This design comes from an exercise in tuning for small area, a short achievable clock period and few clock cycles on the open sky130 flow, not from production work.
Only simulation tests tie the RTL to the original design; equivalence was not proved.
Power figures rest on the tool's default switching activity, not on a simulated workload.

## TPU
module TPU(
    clk,
    rst_n,
    in_valid,
    K,
    M,
    N,
    busy,
    A_wr_en,
    A_index,
    A_data_in,
    A_data_out,
    B_wr_en,
    B_index,
    B_data_in,
    B_data_out,
    C_wr_en,
    C_index,
    C_data_in,
    C_data_out
);
For scale: ~7900 cells after synthesis, ~1000 flip-flops, roughly 460 I/O pins, ~64000 um2 of cells after synthesis.
clock: 8.0 ns
lec_check: 0
abc_area: 1
cap_margin: 20
core_margin: 2
core_utilization: 40
setup_slack_margin: 4.5
slew_margin: 20
run.sh (not shown) runs the stock make flow with config.mk's settings and CLKGATE_MAP_FILE= SYNTH_SCRIPT=/design/flow/synth_recipe.tcl, a recipe that flattens the netlist after the stock synthesis.
Testbench counts at the start, summed over its fixed seeds: cycles 122,601.
Change:
Settings changed: SETUP_SLACK_MARGIN 4.5 to 4.7.
=> Worst setup slack gains 0.18 ns. Power went up by a few percent. Combinational power goes up by a few percent.


Setup of onyx:
TPU, a different RTL version from the one above (not shown whole).
For scale: roughly 6500 cells after synthesis, roughly 460 I/O pins, roughly 65000 um^2 of cells after synthesis.
==> flow/config.mk <==
export PLATFORM = sky130hd
export DESIGN_NAME = TPU
export DESIGN_NICKNAME = TPU
export VERILOG_FILES = /design/flow/design.v
export SDC_FILE = /design/flow/constraint.sdc
export NUM_CORES = 4
export LEC_CHECK = 0
export CAP_MARGIN = 20
export CORE_MARGIN = 2
export CORE_UTILIZATION = 40
export SETUP_SLACK_MARGIN = 4.0
export SLEW_MARGIN = 20
==> flow/constraint.sdc <==
create_clock -name core_clock -period 8.0 [get_ports {clk}]
set_input_delay 1.6000 -clock core_clock [delete_from_list [all_inputs] [get_ports {clk}]]
set_output_delay 1.6000 -clock core_clock [all_outputs]
set_load 0.01 [all_outputs]
Testbench counts of onyx, summed over its fixed seeds: cycles 122,601.
> inputs changed (onyx -> harbor)
Settings: a change of SETUP_SLACK_MARGIN from 4.0 to 4.3.
==> results.txt <==
- Clock network area share: harbor lower than onyx
- harbor vs onyx — design area climbed by a few percent
- Comparing met1 wire length for harbor and onyx, the smaller number came from onyx.
- Cell depth of the worst flop-to-flop path up 1 in harbor wrt onyx
- harbor vs. onyx: worst setup slack +0.25 ns, worst hold margin picked up an extra 0.021 ns, power drawn by the sequential cells down about 1%.
- Of the two values seen for highest metal layer with signal wires, met5 was produced by harbor and met4 by onyx.


== quartz ==
TPU, a different RTL version from the one above (not shown whole).
Size: about 7,400 cells after synthesis, roughly 1,200 flip-flops, about 460 I/O pins.
clock: 8.0 ns
lec_check: 0
cap_margin: 20
core_margin: 2
core_utilization: 40
setup_slack_margin: 4.6
slew_margin: 20
quartz finished end to end and its layout was clean on timing, DRC and antenna.
Testbench counts of quartz, summed over its fixed seeds: cycles 122,601.
The following lists how tundra was set up differently from quartz:
- swapping 4.6 for 5.0 in SETUP_SLACK_MARGIN
--- outcome ---
All of tundra and quartz finish clean.
Diff tundra and quartz: worst ir drop on vdd higher in tundra
Relative to quartz, routing usage on met1 has increased by 0.73 points in tundra.
Sequential share of layout area sits lower in tundra than in quartz.
Total power of the final layout up 4.4% in tundra wrt quartz
Run comparison: tundra first element of the critical path a_q[28]; quartz first element of the critical path a3_d3[4]
tundra vs. quartz: total number of vias went up by about 5%.
tundra vs. quartz: later-pin clock latency in the skew report has decreased, non-clock buffer share of cell area has increased, final cell count without fillers has increased, non-clock buffer count has increased.


TPU, a different RTL version from the one above (not shown whole).
Size: roughly 460 I/O pins, ~63000 um^2 of cells after synthesis.
Settings: LEC_CHECK=0, ABC_AREA=1, CAP_MARGIN=20, CORE_MARGIN=2, CORE_UTILIZATION=40, SETUP_SLACK_MARGIN=4.9, SLEW_MARGIN=20; clock period 8.0 ns.
Testbench counts at the start, summed over its fixed seeds: cycles 122,601.
Next try:
CORE_UTILIZATION = 55   (was 40)
PLACE_DENSITY = 0.7   (was default)
SETUP_SLACK_MARGIN = 4.8   (was 4.9)
Effect: Utilization climbs by 17 points. Total power drops by a few percent. Critical path depth climbs by 1. Area after synthesis stays the same. Register-to-register slack got worse by 0.09 ns. Worst hold slack stays flat. Global-route usage climbs by 8.9 points.
Next try:
CORE_UTILIZATION = 40   (was 55)
CTS_BUF_LIST = sky130_fd_sc_hd__clkbuf_4 sky130_fd_sc_hd__clkbuf_8   (was default)
PLACE_DENSITY = default   (was 0.7)
SETUP_SLACK_MARGIN = 4.7   (was 4.8)
After rerunning: The new run completed with no timing, DRC or antenna violations. Count of clock-buffer cells in the layout rises by 115. Sequential share of layout area goes up by 0.17 points. Power decreases by 2.8%. Final area went down by 1.6%. Register-to-register slack barely changes. Cell count rises by 5.9%. Combinational power falls by 5.7%.
Next try:
CORE_UTILIZATION = 55   (was 40)
CTS_BUF_LIST = default   (was sky130_fd_sc_hd__clkbuf_4 sky130_fd_sc_hd__clkbuf_8)
PLACE_DENSITY = 0.7   (was default)
The changed run finished with timing, DRC and antenna clean.
Sequential share of layout area is higher by 0.53 points.
Clock skew grows by 0.0083 ns.
First-iteration DRC count increases by a little under a tenth.
Combinational power hardly moves.
Via count increases slightly.
Total power increases slightly.
Hold slack loses 0.0039 ns.
Register-to-register slack gets better by 0.02 ns.
Next try:
SETUP_SLACK_MARGIN = 4.6   (was 4.7)
What happened: Wire length hardly moves; worst setup slack gets worse by 0.093 ns; final area is lower by 1.9%; combinational power fell by 2.2%.


alpha:
RTL: one of the versions met above, not the one the previous note started from.
Size in the first run: roughly 7,400 cells after synthesis, roughly 460 I/O pins, ~75,000 µm² of cells after synthesis.
// TPU
module TPU(
    clk,
    rst_n,
    in_valid,
    K,
    M,
    N,
    busy,
    A_wr_en,
    A_index,
    A_data_in,
    A_data_out,
    B_wr_en,
    B_index,
    B_data_in,
    B_data_out,
    C_wr_en,
    C_index,
    C_data_in,
    C_data_out
);
clock: 8.0 ns
lec_check: 0
cap_margin: 20
core_margin: 2
core_utilization: 60
setup_slack_margin: 4.6
slew_margin: 20
alpha ran to completion and came out clean on the timing, design-rule and antenna checks.
Testbench counts of alpha, summed over its fixed seeds: cycles 122,601.
The following lists how beta was set up differently from alpha:
Settings: a change of CORE_UTILIZATION from 60 to 40; a deleted SETUP_SLACK_MARGIN that had been 4.6.
Results
- beta reached the final stage; the timing, design-rule and antenna checks on its layout passed.
- Compared with alpha, in beta die area moved up; period utilization moved up; final-layout clock buffer total moved up; cell area moved down.

## afterwards: timing with drivers on the ports
No port has a modelled driver above. Below, the same layouts with a new extraction and two added sets of constraints. Step 1: set_driving_cell puts a clkbuf_16 on clk and a buf_2 on each other input, an assumption about the parent block. Step 2 adds t to the input delays and takes it off the output delays; t is the mean of the earliest and latest rising clock arrival at the registers after step 1. Input paths then give back, and output paths get back, about the clock's delay inside the block. Slacks: ideal ports / drivers / drivers and shift; pairs: ideal ports / drivers.
run | shift t [ns] | setup slack, ns | hold WS [ns] | worst register clock-pin slew, ns | pins driven straight from the clock port
the first run of note 1 | 0.835 | 4.533 / 4.484 / 4.149 | 0.321 / 0.321 / 0.321 | 0.07 / 0.07 | 1
the second run of note 1 | 0.830 | 4.712 / 4.683 / 4.277 | 0.316 / 0.316 / 0.316 | 0.07 / 0.07 | 1
onyx | 0.843 | 4.095 / 4.095 / 4.095 | 0.297 / 0.297 / 0.297 | 0.07 / 0.07 | 1
harbor | 0.837 | 4.349 / 4.263 / 4.127 | 0.318 / 0.318 / 0.318 | 0.07 / 0.07 | 1
quartz | 0.893 | 4.531 / 4.531 / 3.847 | 0.322 / 0.322 / 0.322 | 0.07 / 0.07 | 1
tundra | 0.878 | 4.548 / 4.548 / 4.228 | 0.309 / 0.309 / 0.309 | 0.07 / 0.07 | 1
the first run of note 4 | 0.834 | 4.787 / 4.787 / 4.297 | 0.324 / 0.324 / 0.324 | 0.07 / 0.07 | 1
the second run of note 4 | 0.811 | 4.699 / 4.699 / 4.333 | 0.324 / 0.324 / 0.324 | 0.08 / 0.08 | 1
the third run of note 4 | 0.983 | 4.700 / 4.698 / 4.362 | 0.326 / 0.326 / 0.326 | 0.07 / 0.07 | 1
the fourth run of note 4 | 0.779 | 4.716 / 4.664 / 4.362 | 0.322 / 0.322 / 0.322 | 0.08 / 0.08 | 1
the fifth run of note 4 | 0.799 | 4.623 / 4.551 / 4.367 | 0.324 / 0.324 / 0.324 | 0.07 / 0.07 | 1
alpha | 0.857 | 4.513 / 4.513 / 4.010 | 0.324 / 0.324 / 0.324 | 0.07 / 0.07 | 1
beta | 0.882 | 3.634 / 3.634 / 3.634 | 0.317 / 0.317 / 0.317 | 0.07 / 0.07 | 1
After both steps setup and hold are still met in every run listed. For quartz, which loses most, drivers alone change the setup slack by 0.000 ns; drivers and shift together by -0.684 ns.
